Background: an optimization exercise with open tools, aiming at small area. Do not read the settings as production practice.
The RTL was checked by simulation tests, not by an equivalence proof against the original design.
Power is estimated from default activity; no workload was simulated. No driver is modelled on the clock port, so clocking that relies on it looks cheaper here than on a real chip.

==> trial 27: inputs <==
==> flow/design.v <==
module	VGA_Controller(
						iRed,
						iGreen,
						iBlue,
						oRequest,
						oVGA_R,
						oVGA_G,
						oVGA_B,
						oVGA_H_SYNC,
						oVGA_V_SYNC,
						oVGA_SYNC,
						oVGA_BLANK,
						iCLK,
						iRST_N,
						iZOOM_MODE_SW,
						oDATA_TO_FLASH,
						oSTART_WRITE,
						oDATA_COUNT,
						pixel_counter,
						iDraw,
						i_key_up,
						i_key_down,
						i_sobel,
						o_vga_test
							);
input		[9:0]	iRed;
input		[9:0]	iGreen;
input		[9:0]	iBlue;
output	reg			oRequest;
output	reg	[9:0]	oVGA_R;
output	reg	[9:0]	oVGA_G;
output	reg	[9:0]	oVGA_B;
output	reg			oVGA_H_SYNC;
output	reg			oVGA_V_SYNC;
output	wire		oVGA_SYNC;
output	reg			oVGA_BLANK;
input				iCLK;
input				iRST_N;
input				iZOOM_MODE_SW;
output	reg	[15:0]	oDATA_TO_FLASH;
output	reg			oSTART_WRITE;
output	reg	[12:0]	oDATA_COUNT;
output	reg	[16:0]	pixel_counter;
input				iDraw;
input				i_key_down;
input				i_key_up;
input				i_sobel;
output	wire [11:0]	o_vga_test;
assign oVGA_SYNC  = 1'b0;
assign o_vga_test = 12'd0;
reg		[9:0]	H_Cont;		 
reg		[9:0]	V_Cont;		 
reg				mVGA_H_SYNC;
reg				mVGA_V_SYNC;
always @(posedge iCLK or negedge iRST_N) begin
	if (!iRST_N) begin
		H_Cont <= 0;
		mVGA_H_SYNC <= 0;
	end else begin
		H_Cont <= (H_Cont < 800) ? H_Cont + 10'd1 : 10'd0;
		mVGA_H_SYNC <= (H_Cont >= 96);
	end
end
always @(posedge iCLK or negedge iRST_N) begin
	if (!iRST_N) begin
		V_Cont <= 0;
		mVGA_V_SYNC <= 0;
	end else if (H_Cont == 0) begin
		V_Cont <= (V_Cont < 527) ? V_Cont + 10'd1 : 10'd0;
		mVGA_V_SYNC <= (V_Cont >= 4);
	end
end
wire h_act = (H_Cont >= 144) && (H_Cont < 784);
wire v_act = (V_Cont >= 35) && (V_Cont < 515);
wire act   = h_act && v_act;
wire c_odd = H_Cont[0];			 
wire c0    = (H_Cont == 144);	 
wire c_hi  = (H_Cont >= 782);	 
wire c_end = (H_Cont == 783);	 
wire v_odd = V_Cont[0];
reg		[1:0]	lc;
always @(posedge iCLK or negedge iRST_N) begin
	if (!iRST_N) lc <= 0;
	else if (act && c_end && !lc[1]) lc <= lc + 2'd1;
end
wire v1 = lc != 0;
wire v2 = lc[1];
reg		[5:0]	k;
always @(posedge iCLK or negedge iRST_N) begin
	if (!iRST_N) k <= 6'd15;
	else if (i_key_up) k <= (k <= 50) ? k + 6'd1 : k;
	else if (i_key_down) k <= (k >= 1) ? k - 6'd1 : k;
end
reg		[9:0]	ring [0:1601];
integer i;
always @(posedge iCLK) begin
	ring[0] <= act ? iGreen : ring[1601];
	for (i = 1; i < 1602; i = i + 1) ring[i] <= ring[i-1];
end
wire	[9:0]	x640  = v1 ? ring[800]  : 10'd0;
wire	[9:0]	x1280 = v2 ? ring[1601] : 10'd0;
reg		[9:0]	p1, p2, x641, x642, x1281, x1282;
always @(posedge iCLK or negedge iRST_N) begin
	if (!iRST_N) begin
		p1 <= 0; p2 <= 0; x641 <= 0; x642 <= 0; x1281 <= 0; x1282 <= 0;
	end else if (act) begin
		p1 <= iGreen;  p2 <= p1;
		x641 <= x640;  x642 <= x641;
		x1281 <= x1280; x1282 <= x1281;
	end
end
function [9:0] abs10;
	input [9:0] d;
	abs10 = d[9] ? (~d + 10'd1) : d;
endfunction
wire	[9:0]	gx = iGreen + {p1[8:0], 1'b0} + p2 - x1280 - {x1281[8:0], 1'b0} - x1282;
wire	[9:0]	gy = p2 + {x642[8:0], 1'b0} + x1282 - iGreen - {x640[8:0], 1'b0} - x1280;
wire	[9:0]	sum = abs10(gx) + abs10(gy);
wire	[10:0]	q11 = ({1'b0, sum} + 11'd19) / 11'd20;
wire	[5:0]	q = q11[5:0];
reg		[5:0]	qring [0:800];
always @(posedge iCLK) begin
	qring[0] <= act ? q : qring[800];
	for (i = 1; i < 801; i = i + 1) qring[i] <= qring[i-1];
end
wire	[5:0]	qd = c_hi ? qring[637] : qring[798];
wire			qv = c_hi | v1;
wire			e  = qv && (qd > k);
reg				eo;		 
always @(posedge iCLK or negedge iRST_N) begin
	if (!iRST_N) eo <= 0;
	else if (act && c_odd) eo <= e;
end
wire pr     = eo | e;						 
wire prow_odd = c0 ? v_odd : ~v_odd;		 
reg		[319:0]	bsr;	 
reg		[319:0]	dsr;	 
wire shift = act && !c_odd;
always @(posedge iCLK) begin
	if (shift) begin
		bsr <= {bsr[318:0], pr};
		dsr <= {dsr[318:0], prow_odd ? dsr[319] : ((v1 & bsr[319]) | pr)};
	end
end
wire fblk = v1 & dsr[318];
reg				Result;
reg		[15:0]	Ave;
reg		[4:0]	P_Cont;
reg				draw;
wire cap = act && draw && c_odd && v_odd;
always @(posedge iCLK or negedge iRST_N) begin
	if (!iRST_N) draw <= 0;
	else if (oDATA_COUNT >= 7500) draw <= 0;
	else if (H_Cont == 0 && V_Cont == 0 && iDraw) draw <= 1;
end
always @(posedge iCLK) begin
	if (cap) Ave <= {Ave[14:0], Result && (H_Cont > 244) && (V_Cont > 85)};
end
always @(posedge iCLK or negedge iRST_N) begin
	if (!iRST_N) begin
		Result <= 0;
		P_Cont <= 0;
		oDATA_TO_FLASH <= 0;
		oDATA_COUNT <= 0;
		oSTART_WRITE <= 0;
		pixel_counter <= 0;
	end else begin
		if (shift) Result <= fblk;
		if (!act) P_Cont <= 0;
		oSTART_WRITE <= 0;
		if (cap) begin
			if (Result && (H_Cont >= 244) && (V_Cont >= 85))
				pixel_counter <= pixel_counter + 17'd1;
			if (P_Cont[4]) begin
				P_Cont <= 1;
				oDATA_TO_FLASH <= Ave;
				oSTART_WRITE <= 1;
				oDATA_COUNT <= oDATA_COUNT + 13'd1;
			end else
				P_Cont <= P_Cont + 5'd1;
		end
	end
end
wire border = (H_Cont == 244 || V_Cont == 85) && (H_Cont >= 244) && (V_Cont >= 85);
wire [9:0] res10 = {10{Result}};
always @(posedge iCLK or negedge iRST_N) begin
	if (!iRST_N) begin
		oVGA_R <= 0;
		oVGA_G <= 0;
		oVGA_B <= 0;
		oVGA_BLANK <= 0;
		oVGA_H_SYNC <= 0;
		oVGA_V_SYNC <= 0;
		oRequest <= 0;
	end else begin
		oVGA_R <= border ? 10'd1023 : act ? (i_sobel ? res10 : iRed)   : 10'd0;
		oVGA_G <= border ? 10'd0    : act ? (i_sobel ? res10 : iGreen) : 10'd0;
		oVGA_B <= border ? 10'd0    : act ? (i_sobel ? res10 : iBlue)  : 10'd0;
		oVGA_BLANK <= mVGA_H_SYNC & mVGA_V_SYNC;
		oVGA_H_SYNC <= mVGA_H_SYNC;
		oVGA_V_SYNC <= mVGA_V_SYNC;
		oRequest <= (H_Cont >= 142) && (H_Cont < 782) && v_act;
	end
end
endmodule
==> flow/run.sh <==
#!/bin/bash
# synth_recipe.tcl (not shown) runs the flow's synth.tcl, then flattens the netlist and writes it again
# the make line also repeats each setting of config.mk as NAME=value (left out here)
make -C /OpenROAD-flow-scripts/flow DESIGN_CONFIG=/design/flow/config.mk WORK_HOME=/design/flow/orfs CLKGATE_MAP_FILE= SYNTH_SCRIPT=/design/flow/synth_recipe.tcl finish
==> flow/config.mk <==
export PLATFORM = sky130hd
export DESIGN_NAME = VGA_Controller
export DESIGN_NICKNAME = VGA_Controller
export VERILOG_FILES = /design/flow/design.v
export SDC_FILE = /design/flow/constraint.sdc
export NUM_CORES = 4
export LEC_CHECK = 0
export CAP_MARGIN = 20
export CORE_MARGIN = 2
export CORE_UTILIZATION = 50
export SLEW_MARGIN = 20
==> flow/constraint.sdc <==
create_clock -name core_clock -period 20.0 [get_ports {iCLK}]
set_input_delay 4.0000 -clock core_clock [delete_from_list [all_inputs] [get_ports {iCLK}]]
set_output_delay 4.0000 -clock core_clock [all_outputs]
set_load 0.01 [all_outputs]
==> inputs of build 86, as changes to trial 27 <==
==> flow/design.v, changed modules only <==
module	VGA_Controller(
						iRed,
						iGreen,
						iBlue,
						oRequest,
						oVGA_R,
						oVGA_G,
						oVGA_B,
						oVGA_H_SYNC,
						oVGA_V_SYNC,
						oVGA_SYNC,
						oVGA_BLANK,
						iCLK,
						iRST_N,
						iZOOM_MODE_SW,
						oDATA_TO_FLASH,
						oSTART_WRITE,
						oDATA_COUNT,
						pixel_counter,
						iDraw,
						i_key_up,
						i_key_down,
						i_sobel,
						o_vga_test
							);
input		[9:0]	iRed;
input		[9:0]	iGreen;
input		[9:0]	iBlue;
output	reg			oRequest;
output	reg	[9:0]	oVGA_R;
output	reg	[9:0]	oVGA_G;
output	reg	[9:0]	oVGA_B;
output	reg			oVGA_H_SYNC;
output	reg			oVGA_V_SYNC;
output	wire		oVGA_SYNC;
output	reg			oVGA_BLANK;
input				iCLK;
input				iRST_N;
input				iZOOM_MODE_SW;
output	reg	[15:0]	oDATA_TO_FLASH;
output	reg			oSTART_WRITE;
output	reg	[12:0]	oDATA_COUNT;
output	reg	[16:0]	pixel_counter;
input				iDraw;
input				i_key_down;
input				i_key_up;
input				i_sobel;
output	wire [11:0]	o_vga_test;
assign oVGA_SYNC  = 1'b0;
assign o_vga_test = 12'd0;
reg		[9:0]	H_Cont;		 
reg		[9:0]	V_Cont;		 
reg				mVGA_H_SYNC;
reg				mVGA_V_SYNC;
always @(posedge iCLK or negedge iRST_N) begin
	if (!iRST_N) begin
		H_Cont <= 0;
		mVGA_H_SYNC <= 0;
	end else begin
		H_Cont <= (H_Cont < 800) ? H_Cont + 10'd1 : 10'd0;
		mVGA_H_SYNC <= (H_Cont >= 96);
	end
end
always @(posedge iCLK or negedge iRST_N) begin
	if (!iRST_N) begin
		V_Cont <= 0;
		mVGA_V_SYNC <= 0;
	end else if (H_Cont == 0) begin
		V_Cont <= (V_Cont < 527) ? V_Cont + 10'd1 : 10'd0;
		mVGA_V_SYNC <= (V_Cont >= 4);
	end
end
wire h_act = (H_Cont >= 144) && (H_Cont < 784);
wire v_act = (V_Cont >= 35) && (V_Cont < 515);
wire act   = h_act && v_act;
wire c_odd = H_Cont[0];			 
wire c0    = (H_Cont == 144);	 
wire c_hi  = (H_Cont >= 782);	 
wire c_end = (H_Cont == 783);	 
wire v_odd = V_Cont[0];
reg		[1:0]	lc;
always @(posedge iCLK or negedge iRST_N) begin
	if (!iRST_N) lc <= 0;
	else if (act && c_end && !lc[1]) lc <= lc + 2'd1;
end
wire v1 = lc != 0;
wire v2 = lc[1];
reg		[5:0]	k;
always @(posedge iCLK or negedge iRST_N) begin
	if (!iRST_N) k <= 6'd15;
	else if (i_key_up) k <= (k <= 50) ? k + 6'd1 : k;
	else if (i_key_down) k <= (k >= 1) ? k - 6'd1 : k;
end
wire	[1:0]	qtr = (H_Cont < 304) ? 2'd0 : (H_Cont < 464) ? 2'd1 :
					  (H_Cont < 624) ? 2'd2 : 2'd3;
wire	[7:0]	t1_lo, t2_lo, t1_hi, t2_hi;
genvar g;
generate for (g = 0; g < 8; g = g + 1) begin : PL
	localparam integer K = 161 + 160 * (g % 4);
	reg		[1601:0]	r;
	always @(posedge iCLK) begin
		r <= {r[1600:0], act ? iGreen[g] : r[1601]};
		if (act && qtr == (g % 4)) r[K] <= iGreen[8 + g / 4];
	end
	assign t1_lo[g] = r[800];
	assign t2_lo[g] = r[1601];
	assign t1_hi[g] = r[K + 800];
	assign t2_hi[g] = r[K - 1];
end endgenerate
wire	[9:0]	x640  = v1 ? {t1_hi[4 + qtr], t1_hi[qtr], t1_lo} : 10'd0;
wire	[9:0]	x1280 = v2 ? {t2_hi[4 + qtr], t2_hi[qtr], t2_lo} : 10'd0;
wire	[9:0]	u = iGreen - x1280;
wire	[9:0]	z = iGreen + x1280 + {x640[8:0], 1'b0};
reg		[9:0]	u1, u2, z1, z2;
always @(posedge iCLK or negedge iRST_N) begin
	if (!iRST_N) begin
		u1 <= 0; u2 <= 0; z1 <= 0; z2 <= 0;
	end else if (act) begin
		u1 <= u;  u2 <= u1;
		z1 <= z;  z2 <= z1;
	end
end
wire	[9:0]	gx = u + {u1[8:0], 1'b0} + u2;
wire	[9:0]	gy = z2 - z;
wire	[9:0]	sum = (gx ^ {10{gx[9]}}) + (gy ^ {10{gy[9]}}) + gx[9] + gy[9];
wire	[10:0]	q11 = ({1'b0, sum} + 11'd19) / 11'd20;
wire	[5:0]	q = q11[5:0];
reg		[5:0]	qp;			 
reg		[5:0]	q1h;		 
always @(posedge iCLK or negedge iRST_N) begin
	if (!iRST_N) qp <= 0;
	else if (act && c_odd) qp <= q;
end
always @(posedge iCLK) begin
	if (act && H_Cont == 145) q1h <= q;
end
wire	c2   = (H_Cont == 146);
wire	[5:0]	pm  = c2 ? q : ((qp >= q) ? qp : q);
wire	[7:0]	pd  = {c2 | (q >= qp), !c2 && (qp >= q), pm};	 
wire	[3:0]	pd_h = pd[3:0];
wire	[3:0]	pd_p = pd[7:4];
wire	[1:0]	qtr2 = (H_Cont < 302) ? 2'd0 : (H_Cont < 462) ? 2'd1 :
					   (H_Cont < 622) ? 2'd2 : 2'd3;
wire shift    = act && !c_odd;
wire prow_odd = c0 ? v_odd : ~v_odd;		 
wire pr;									 
wire	[3:0]	h1n, h1l, h2n, h2l, p1n, p1l, p2n, p2l, bq, dq;
wire			dl;
generate for (g = 0; g < 4; g = g + 1) begin : QL
	localparam integer D = 160 + 160 * g;
	reg		[800:0]		r;
	always @(posedge iCLK) begin
		r <= {r[799:0], shift ? pd_h[g] : r[800]};
		if (shift) r[1] <= pd_p[g];
		if (shift && qtr == g) begin
			r[D] <= pr;
			if (!prow_odd) r[D + 1] <= (v1 & bq[qtr]) | pr;
		end
	end
	assign h1n[g] = r[797];  assign h1l[g] = r[636];
	assign h2n[g] = r[798];  assign h2l[g] = r[637];
	assign p1n[g] = r[798];  assign p1l[g] = r[637];
	assign p2n[g] = r[799];  assign p2l[g] = r[638];
	assign bq[g]  = r[D - 1];
	assign dq[g]  = r[D - 2];
	if (g == 0) begin : L0
		assign dl = r[798];
	end
end endgenerate
wire	late1 = (H_Cont == 781);		 
wire	late2 = (H_Cont == 782);		 
wire	c639  = (H_Cont == 783);
wire	[3:0]	hh = c_odd ? (late1 ? h1l : h1n) : (late2 ? h2l : h2n);
wire	[3:0]	pp = c_odd ? (late1 ? p1l : p1n) : (late2 ? p2l : p2n);
wire	[5:0]	mq = c639 ? q1h : {pp[1:0], hh};
wire			sq = c639 | (c_odd ? pp[2] : pp[3]);
wire			hit = (v1 | late1 | late2 | c639) && sq && (mq > k);
reg				t1;			 
always @(posedge iCLK or negedge iRST_N) begin
	if (!iRST_N) t1 <= 0;
	else if (act && c_odd) t1 <= hit;
end
assign pr = t1 | hit;
wire fblk = v1 & (c_hi ? dl : dq[qtr2]);
reg				Result;
reg		[15:0]	Ave;
reg		[4:0]	P_Cont;
reg				draw;
wire cap = act && draw && c_odd && v_odd;
always @(posedge iCLK or negedge iRST_N) begin
	if (!iRST_N) draw <= 0;
	else if (oDATA_COUNT >= 7500) draw <= 0;
	else if (H_Cont == 0 && V_Cont == 0 && iDraw) draw <= 1;
end
always @(posedge iCLK) begin
	if (cap) Ave <= {Ave[14:0], Result && (H_Cont > 244) && (V_Cont > 85)};
end
always @(posedge iCLK or negedge iRST_N) begin
	if (!iRST_N) begin
		Result <= 0;
		P_Cont <= 0;
		oDATA_TO_FLASH <= 0;
		oDATA_COUNT <= 0;
		oSTART_WRITE <= 0;
		pixel_counter <= 0;
	end else begin
		if (shift) Result <= fblk;
		if (!act) P_Cont <= 0;
		oSTART_WRITE <= 0;
		if (cap) begin
			if (Result && (H_Cont >= 244) && (V_Cont >= 85))
				pixel_counter <= pixel_counter + 17'd1;
			if (P_Cont[4]) begin
				P_Cont <= 1;
				oDATA_TO_FLASH <= Ave;
				oSTART_WRITE <= 1;
				oDATA_COUNT <= oDATA_COUNT + 13'd1;
			end else
				P_Cont <= P_Cont + 5'd1;
		end
	end
end
wire border = (H_Cont == 244 || V_Cont == 85) && (H_Cont >= 244) && (V_Cont >= 85);
wire [9:0] res10 = {10{Result}};
always @(posedge iCLK or negedge iRST_N) begin
	if (!iRST_N) begin
		oVGA_R <= 0;
		oVGA_G <= 0;
		oVGA_B <= 0;
		oVGA_BLANK <= 0;
		oVGA_H_SYNC <= 0;
		oVGA_V_SYNC <= 0;
		oRequest <= 0;
	end else begin
		oVGA_R <= border ? 10'd1023 : act ? (i_sobel ? res10 : iRed)   : 10'd0;
		oVGA_G <= border ? 10'd0    : act ? (i_sobel ? res10 : iGreen) : 10'd0;
		oVGA_B <= border ? 10'd0    : act ? (i_sobel ? res10 : iBlue)  : 10'd0;
		oVGA_BLANK <= mVGA_H_SYNC & mVGA_V_SYNC;
		oVGA_H_SYNC <= mVGA_H_SYNC;
		oVGA_V_SYNC <= mVGA_V_SYNC;
		oRequest <= (H_Cont >= 142) && (H_Cont < 782) && v_act;
	end
end
endmodule
==> flow/flow/run.sh (new file) <==
#!/bin/bash
set -uo pipefail
export CTS_ARGS="-sink_clustering_enable -repair_clock_nets -sink_clustering_size 34 -sink_clustering_max_diameter 60 -dont_use_dummy_load"
export BUFFER_PORTS_ARGS="-buffer_cell sky130_fd_sc_hd__buf_1"
bash standard.sh > standard.log 2>&1
rc=$?
cp -r orfs/logs flow_logs 2>/dev/null
exit $rc
==> flow/standard.sh (new file) <==
#!/bin/bash
# synth_recipe.tcl (not shown) runs the flow's synth.tcl, then flattens the netlist and writes it again
# the make line also repeats each setting of config.mk as NAME=value (left out here)
make -C /OpenROAD-flow-scripts/flow DESIGN_CONFIG=/design/flow/config.mk WORK_HOME=/design/flow/orfs CLKGATE_MAP_FILE= SYNTH_SCRIPT=/design/flow/synth_recipe.tcl "${@:-finish}"
--- a/flow/config.mk
+++ b/flow/config.mk
@@ -6,6 +6,7 @@
 export NUM_CORES = 4
 export LEC_CHECK = 0
+export ABC_AREA = 1
 export CAP_MARGIN = 20
 export CORE_MARGIN = 2
-export CORE_UTILIZATION = 50
+export CORE_UTILIZATION = 70
 export SLEW_MARGIN = 20
removed: flow/run.sh
==> inputs of trial 77, as changes to trial 27 <==
==> flow/design.v, changed modules only <==
module	VGA_Controller(
						iRed,
						iGreen,
						iBlue,
						oRequest,
						oVGA_R,
						oVGA_G,
						oVGA_B,
						oVGA_H_SYNC,
						oVGA_V_SYNC,
						oVGA_SYNC,
						oVGA_BLANK,
						iCLK,
						iRST_N,
						iZOOM_MODE_SW,
						oDATA_TO_FLASH,
						oSTART_WRITE,
						oDATA_COUNT,
						pixel_counter,
						iDraw,
						i_key_up,
						i_key_down,
						i_sobel,
						o_vga_test
							);
input		[9:0]	iRed;
input		[9:0]	iGreen;
input		[9:0]	iBlue;
output	reg			oRequest;
output	reg	[9:0]	oVGA_R;
output	reg	[9:0]	oVGA_G;
output	reg	[9:0]	oVGA_B;
output	reg			oVGA_H_SYNC;
output	reg			oVGA_V_SYNC;
output	wire		oVGA_SYNC;
output	reg			oVGA_BLANK;
input				iCLK;
input				iRST_N;
input				iZOOM_MODE_SW;
output	reg	[15:0]	oDATA_TO_FLASH;
output	reg			oSTART_WRITE;
output	reg	[12:0]	oDATA_COUNT;
output	reg	[16:0]	pixel_counter;
input				iDraw;
input				i_key_down;
input				i_key_up;
input				i_sobel;
output	wire [11:0]	o_vga_test;
assign oVGA_SYNC  = 1'b0;
assign o_vga_test = 12'd0;
reg		[9:0]	H_Cont;		 
reg		[9:0]	V_Cont;		 
reg				mVGA_H_SYNC;
reg				mVGA_V_SYNC;
always @(posedge iCLK or negedge iRST_N) begin
	if (!iRST_N) begin
		H_Cont <= 0;
		mVGA_H_SYNC <= 0;
	end else begin
		H_Cont <= (H_Cont < 800) ? H_Cont + 10'd1 : 10'd0;
		mVGA_H_SYNC <= (H_Cont >= 96);
	end
end
always @(posedge iCLK or negedge iRST_N) begin
	if (!iRST_N) begin
		V_Cont <= 0;
		mVGA_V_SYNC <= 0;
	end else if (H_Cont == 0) begin
		V_Cont <= (V_Cont < 527) ? V_Cont + 10'd1 : 10'd0;
		mVGA_V_SYNC <= (V_Cont >= 4);
	end
end
wire h_act = (H_Cont >= 144) && (H_Cont < 784);
wire v_act = (V_Cont >= 35) && (V_Cont < 515);
wire act   = h_act && v_act;
wire c_odd = H_Cont[0];			 
wire c0    = (H_Cont == 144);	 
wire c_hi  = (H_Cont >= 782);	 
wire c_end = (H_Cont == 783);	 
wire v_odd = V_Cont[0];
reg		[1:0]	lc;
always @(posedge iCLK or negedge iRST_N) begin
	if (!iRST_N) lc <= 0;
	else if (act && c_end && !lc[1]) lc <= lc + 2'd1;
end
wire v1 = lc != 0;
wire v2 = lc[1];
reg		[5:0]	k;
always @(posedge iCLK or negedge iRST_N) begin
	if (!iRST_N) k <= 6'd15;
	else if (i_key_up) k <= (k <= 50) ? k + 6'd1 : k;
	else if (i_key_down) k <= (k >= 1) ? k - 6'd1 : k;
end
wire	[1:0]	qtr = (H_Cont < 304) ? 2'd0 : (H_Cont < 464) ? 2'd1 :
					  (H_Cont < 624) ? 2'd2 : 2'd3;
wire	[7:0]	t1_lo, t2_lo, t1_hi, t2_hi;
genvar g;
generate for (g = 0; g < 8; g = g + 1) begin : PL
	localparam integer K = 161 + 160 * (g % 4);
	reg		[1601:0]	r;
	always @(posedge iCLK) begin
		r <= {r[1600:0], act ? iGreen[g] : r[1601]};
		if (act && qtr == (g % 4)) r[K] <= iGreen[8 + g / 4];
	end
	assign t1_lo[g] = r[800];
	assign t2_lo[g] = r[1601];
	assign t1_hi[g] = r[K + 800];
	assign t2_hi[g] = r[K - 1];
end endgenerate
wire	[9:0]	x640  = v1 ? {t1_hi[4 + qtr], t1_hi[qtr], t1_lo} : 10'd0;
wire	[9:0]	x1280 = v2 ? {t2_hi[4 + qtr], t2_hi[qtr], t2_lo} : 10'd0;
reg		[9:0]	p1, p2, x641, x642, x1281, x1282;
always @(posedge iCLK or negedge iRST_N) begin
	if (!iRST_N) begin
		p1 <= 0; p2 <= 0; x641 <= 0; x642 <= 0; x1281 <= 0; x1282 <= 0;
	end else if (act) begin
		p1 <= iGreen;  p2 <= p1;
		x641 <= x640;  x642 <= x641;
		x1281 <= x1280; x1282 <= x1281;
	end
end
function [9:0] abs10;
	input [9:0] d;
	abs10 = d[9] ? (~d + 10'd1) : d;
endfunction
wire	[9:0]	gx = iGreen + {p1[8:0], 1'b0} + p2 - x1280 - {x1281[8:0], 1'b0} - x1282;
wire	[9:0]	gy = p2 + {x642[8:0], 1'b0} + x1282 - iGreen - {x640[8:0], 1'b0} - x1280;
wire	[9:0]	sum = abs10(gx) + abs10(gy);
wire	[10:0]	q11 = ({1'b0, sum} + 11'd19) / 11'd20;
wire	[5:0]	q = q11[5:0];
wire	[2:0]	fw = (H_Cont < 272) ? 3'd0 : (H_Cont < 400) ? 3'd1 :
					 (H_Cont < 528) ? 3'd2 : (H_Cont < 656) ? 3'd3 : 3'd4;
wire	[2:0]	fr = (H_Cont < 270) ? 3'd0 : (H_Cont < 398) ? 3'd1 :
					 (H_Cont < 526) ? 3'd2 : (H_Cont < 654) ? 3'd3 : 3'd4;
wire	[4:0]	qa_lo, qb_lo, qa_hi;
wire			qb_hi;
generate for (g = 0; g < 5; g = g + 1) begin : QL
	localparam integer K = 161 + 128 * g;
	reg		[800:0]		r;
	always @(posedge iCLK) begin
		r <= {r[799:0], act ? q[g] : r[800]};
		if (act && fw == g) r[K] <= q[5];
	end
	assign qa_lo[g] = r[798];
	assign qb_lo[g] = r[637];
	assign qa_hi[g] = r[K - 3];
	if (g == 0) begin : B0
		assign qb_hi = r[K + 637];
	end
end endgenerate
wire	[5:0]	qd = c_hi ? {qb_hi, qb_lo} : {qa_hi[fr], qa_lo};
wire			qv = c_hi | v1;
wire			e  = qv && (qd > k);
reg				eo;		 
always @(posedge iCLK or negedge iRST_N) begin
	if (!iRST_N) eo <= 0;
	else if (act && c_odd) eo <= e;
end
wire pr       = eo | e;						 
wire prow_odd = c0 ? v_odd : ~v_odd;		 
wire shift    = act && !c_odd;
reg		[800:0]	sp;
always @(posedge iCLK) begin
	sp <= {sp[799:0], shift ? pr : sp[800]};
	if (shift && !prow_odd) sp[1] <= (v1 & sp[800]) | pr;
end
wire fblk = v1 & (c_hi ? sp[638] : sp[799]);
reg				Result;
reg		[15:0]	Ave;
reg		[4:0]	P_Cont;
reg				draw;
wire cap = act && draw && c_odd && v_odd;
always @(posedge iCLK or negedge iRST_N) begin
	if (!iRST_N) draw <= 0;
	else if (oDATA_COUNT >= 7500) draw <= 0;
	else if (H_Cont == 0 && V_Cont == 0 && iDraw) draw <= 1;
end
always @(posedge iCLK) begin
	if (cap) Ave <= {Ave[14:0], Result && (H_Cont > 244) && (V_Cont > 85)};
end
always @(posedge iCLK or negedge iRST_N) begin
	if (!iRST_N) begin
		Result <= 0;
		P_Cont <= 0;
		oDATA_TO_FLASH <= 0;
		oDATA_COUNT <= 0;
		oSTART_WRITE <= 0;
		pixel_counter <= 0;
	end else begin
		if (shift) Result <= fblk;
		if (!act) P_Cont <= 0;
		oSTART_WRITE <= 0;
		if (cap) begin
			if (Result && (H_Cont >= 244) && (V_Cont >= 85))
				pixel_counter <= pixel_counter + 17'd1;
			if (P_Cont[4]) begin
				P_Cont <= 1;
				oDATA_TO_FLASH <= Ave;
				oSTART_WRITE <= 1;
				oDATA_COUNT <= oDATA_COUNT + 13'd1;
			end else
				P_Cont <= P_Cont + 5'd1;
		end
	end
end
wire border = (H_Cont == 244 || V_Cont == 85) && (H_Cont >= 244) && (V_Cont >= 85);
wire [9:0] res10 = {10{Result}};
always @(posedge iCLK or negedge iRST_N) begin
	if (!iRST_N) begin
		oVGA_R <= 0;
		oVGA_G <= 0;
		oVGA_B <= 0;
		oVGA_BLANK <= 0;
		oVGA_H_SYNC <= 0;
		oVGA_V_SYNC <= 0;
		oRequest <= 0;
	end else begin
		oVGA_R <= border ? 10'd1023 : act ? (i_sobel ? res10 : iRed)   : 10'd0;
		oVGA_G <= border ? 10'd0    : act ? (i_sobel ? res10 : iGreen) : 10'd0;
		oVGA_B <= border ? 10'd0    : act ? (i_sobel ? res10 : iBlue)  : 10'd0;
		oVGA_BLANK <= mVGA_H_SYNC & mVGA_V_SYNC;
		oVGA_H_SYNC <= mVGA_H_SYNC;
		oVGA_V_SYNC <= mVGA_V_SYNC;
		oRequest <= (H_Cont >= 142) && (H_Cont < 782) && v_act;
	end
end
endmodule
==> run notes <==
	trial 77	trial 27	build 86
H-Tree Depth	7	7	6
Seq/total area	0.825	0.832	0.915
Seq_cells	17815	21659	16205
Stages on worst setup path	32	28	62
Run status	complete, no violations	complete, no violations	complete, no violations
P_comb	2.33 mW	2.14 mW	2.03 mW
Post-layout instance count excluding filler cells	31655	38342	24519
Worst VDD drop	0.176 mV	0.114 mV	0.251 mV
Sequential-to-total area share from yosys stat	0.977	0.982	0.977
Average cell area after synthesis	19.2 µm²	19.6 µm²	18.9 µm²
Worst setup slack before clock tree synthesis	5.39 ns	6.37 ns	6.36 ns
Adder-cell share of the synthesized area	0.00554	0.00452	0.00430
Proportion of cell area spent on the clock network	0.125	0.122	0.0404
Non-clock inverter instance count of the final layout	109	162	245
Worst path slowest cell	sky130_fd_sc_hd__clkdlybuf4s50_1	sky130_fd_sc_hd__xnor3_2	sky130_fd_sc_hd__fa_1
Mux share of post-synthesis cell area	0.00137	0.000443	0
Antenna diodes	15	13	2

## separate check: timing with driven ports
The results above use ideal ports. As a check the final layouts listed here were re-extracted and re-timed, cells and wires unchanged. Step 1, drivers: a clkbuf_16 drives iCLK and a buf_2 each remaining input, both assumed. Step 2 times the ports against the registers' clock, not the clock port: input delays grow and output delays shrink by t, the midpoint of the rising clock arrivals with the driver on. Three values: ideal, step 1, step 2; two values: the first two.
run	shift t [ns]	setup WS [ns]	worst data-port slew with drivers (ns)
trial 27	1.257	7.743 / 7.651 / 6.394	0.41
build 86	1.106	7.406 / 7.490 / 6.384	0.07
trial 77	1.277	6.779 / 6.871 / 5.593	0.38
After both steps every run listed still meets setup and hold. For trial 27, which loses most, drivers alone change the setup slack by -0.092 ns; drivers and shift together by -1.349 ns.
